From an optimization exercise on the open Yosys and OpenROAD flow, aimed at small area; shortcuts taken in it are not production practice.
The RTL was checked by simulation tests, not by an equivalence proof against the original design.
Power and IR drop assume default switching activity.

// VS_LR_TOP
module VS_LR_TOP(
    input CLK,
    input SYS_NRST,
    input BTN_0,
    input BTN_1,
    input UART_RXD,
    output UART_TXD
    );
reg [6:0] P;
wire pwrap = (P == 7'd83);
always @(posedge CLK, negedge SYS_NRST)
    if (!SYS_NRST) P <= 7'd0;
    else P <= pwrap ? 7'd0 : P + 1'b1;
reg [1:0] TD;
wire tick = pwrap & TD[1];
always @(posedge CLK, negedge SYS_NRST)
    if (!SYS_NRST) TD <= 2'd0;
    else if (pwrap) TD <= TD[1] ? 2'd0 : TD + 1'b1;
reg B0, B1;
reg [2:0] C0, C1;
always @(posedge CLK, negedge SYS_NRST)
    if (!SYS_NRST) begin
        B0 <= 1'b0; C0 <= 3'd0;
    end
    else if (BTN_0 == B0) C0 <= 3'd0;
    else if (tick) begin
        if (C0 == 3'b100) begin B0 <= BTN_0; C0 <= 3'd0; end
        else C0 <= {C0[1:0], ~(C0[2] ^ C0[1])};
    end
always @(posedge CLK, negedge SYS_NRST)
    if (!SYS_NRST) begin
        B1 <= 1'b0; C1 <= 3'd0;
    end
    else if (BTN_1 == B1) C1 <= 3'd0;
    else if (tick) begin
        if (C1 == 3'b100) begin B1 <= BTN_1; C1 <= 3'd0; end
        else C1 <= {C1[1:0], ~(C1[2] ^ C1[1])};
    end
reg [4:0] CNT;
reg TXON;            
reg RSP;             
reg [5:0] T;         
reg [3:0] I;         
reg TXD;             
reg NB;              
reg [7:0] D;         
  ...
Size in the first run: ~6 I/O pins, about 6600 sq um of cells after synthesis.
export LEC_CHECK = 0
export CAP_MARGIN = 20
export CORE_MARGIN = 2
export CORE_UTILIZATION = 60
export PLACE_DENSITY = 0.8
export SLEW_MARGIN = 20
create_clock -name core_clock -period 10.0 [get_ports {CLK}]
standard.sh (not shown) runs the stock make flow with config.mk's settings and CLKGATE_MAP_FILE= SYNTH_SCRIPT=/design/flow/synth_recipe.tcl, a recipe that flattens the netlist after the stock synthesis.
==> flow/flow/run.sh <==
#!/bin/bash
# Own layout flow: the standard flow (standard.sh) with these changes:
#  - synthesis: the standard script (synth_recipe.tcl) except that abc maps
#    the combinational logic with flow/area.script (flow/synth_area.tcl)
#  - clock tree: no dummy loads, clkbuf_4 buffers, sink clusters of 12
#  - port buffers: buf_1 (the standard flow picks a delay cell)
# Floorplan, power grid, placement and routing are the standard ones.
# make's output goes to standard.log; each tool's log is in orfs/logs/.
set -euo pipefail
W=$PWD
sed "s|SYNTH_SCRIPT=[^ ]*|SYNTH_SCRIPT=$W/flow/synth_area.tcl|" standard.sh > my_standard.sh
grep -q "SYNTH_SCRIPT=$W/flow/synth_area.tcl" my_standard.sh
export AREA_ABC_SCRIPT="$W/flow/area.script"
export CTS_ARGS="-sink_clustering_enable -repair_clock_nets -dont_use_dummy_load -buf_list sky130_fd_sc_hd__clkbuf_4 -sink_clustering_size 12 -sink_clustering_max_diameter 40"
export BUFFER_PORTS_ARGS="-buffer_cell sky130_fd_sc_hd__buf_1"
bash my_standard.sh > standard.log 2>&1
==> flow/flow/area.script <==
&get -n
&st
&deepsyn -T 60
&dch -f
&nf -R 1000 -p -F 8 -A 4 -a
&put
topo
stime -c
dnsize -c
==> flow/flow/synth_area.tcl <==
# synth_recipe.tcl (the standard synthesis) with one change: the final abc
# mapping of the combinational logic uses flow/area.script (area-oriented)
# instead of ORFS's speed script.  Registers, passes, flattening and renaming
# are as in the standard synthesis.
proc synth {args} { yosys synth -nofsm -noshare {*}$args }
proc abc {args} {
  set i [lsearch -exact $args -script]
  if { $i >= 0 } { lset args [expr {$i + 1}] $::env(AREA_ABC_SCRIPT) }
  yosys abc {*}$args
}
source $::env(SCRIPTS_DIR)/synth.tcl
# left out here: clear keep_hierarchy, flatten, clean up, hide names made inside functions, write 1_2_yosys.v
The first run went through all stages and came out clean.
Next try:
--- a/flow/design.v
+++ b/flow/design.v
@@ -20,27 +20,27 @@
 reg B0, B1;
 reg [2:0] C0, C1;
 always @(posedge CLK, negedge SYS_NRST)
     if (!SYS_NRST) begin
         B0 <= 1'b0; C0 <= 3'd0;
     end
     else if (BTN_0 == B0) C0 <= 3'd0;
     else if (tick) begin
-        if (C0 == 3'b100) begin B0 <= BTN_0; C0 <= 3'd0; end
-        else C0 <= {C0[1:0], ~(C0[2] ^ C0[1])};
+        if (C0[2] & C0[1]) begin B0 <= BTN_0; C0 <= 3'd0; end
+        else C0 <= C0 + 1'b1;
     end
 always @(posedge CLK, negedge SYS_NRST)
     if (!SYS_NRST) begin
         B1 <= 1'b0; C1 <= 3'd0;
     end
     else if (BTN_1 == B1) C1 <= 3'd0;
     else if (tick) begin
-        if (C1 == 3'b100) begin B1 <= BTN_1; C1 <= 3'd0; end
-        else C1 <= {C1[1:0], ~(C1[2] ^ C1[1])};
+        if (C1[2] & C1[1]) begin B1 <= BTN_1; C1 <= 3'd0; end
+        else C1 <= C1 + 1'b1;
     end
 reg [4:0] CNT;
 reg TXON;            
 reg RSP;             
 reg [5:0] T;         
 reg [3:0] I;         
 reg TXD;             
 reg NB;              
@@ -105,17 +105,17 @@
 wire c30 = (CNT == 5'd30);
 wire ok = ~err & ch_ok;                      
 wire rx_err = rx_done & ~ok;                 
 wire frame_end = TXON & t_end & i11;         
 wire tx_done = frame_end & c30;              
 wire res_go = RSP & ~TXON & pwrap & c29;     
 wire t_go = TXON | (~RSP & ~rx_done & ~i12 & ~(i0 & UART_RXD & ((T == 6'd0) | t_mid)));
 wire [5:0] T_n = (t_go & ~t_end) ? T + tick4 : 6'd0;
-wire [3:0] I_n = (rx_done | frame_end) ? 4'd0 : t_end ? I + 1'b1 : I;
+wire [3:0] I_n = (rx_done | frame_end) ? 4'd0 : (t_end & ~i12) ? I + 1'b1 : I;
 reg [4:0] CNT_n;
 always @(*) begin
     CNT_n = CNT;
     if (TXON) begin
         if (frame_end) CNT_n = c30 ? 5'd20 : msg_last ? 5'd31 : CNT - 1'b1;
     end
     else if (RSP) begin
         if (pwrap) CNT_n = CNT - 1'b1;           
The changed run produced a clean layout.
Worst setup slack gets better by 0.18 ns.
Routed wire length decreases by 3.8%.
Die area stays flat.
Via count decreases by 1.3%.
Clock power hardly moves.
Worst hold slack gets worse by 0.0090 ns.
Cell area hardly moves.
Critical path depth increases by 1.
Cell count decreases by 0.55%.
Synthesized cell count decreases by 0.72%.
Non-clock buffer count stays the same.
First-iteration DRC count increases by 2.2%.
Sequential power hardly moves.
Utilization increases by 0.16 points.

## separate check: timing with driven ports
In the flow no input, the clock included, has a driving cell. The finished layouts below were timed again as built, in two steps.
Step 1, drivers: a clkbuf_16 drives CLK and a buf_2 each remaining input, both assumed.
Step 2, shift: input delay + t, output delay - t, t = (earliest + latest rising clock arrival at the registers) / 2. This alone moves slack from input paths to output paths.
Slacks: ideal / step 1 / step 2; pairs: ideal / step 1.
run	t (ns)	slack for setup (ns)	latest minus earliest clock arrival (ns)	worst register clock-pin slew, ns
the first run	0.580	6.077 / 6.077 / 5.519	0.110 / 0.110	0.12 / 0.12
the second run	0.582	6.253 / 6.253 / 5.990	0.096 / 0.096	0.12 / 0.12
After both steps setup and hold are still met in every run listed. The setup slack of the first run, which loses most, moves by 0.000 ns with the drivers and by -0.558 ns with both steps.
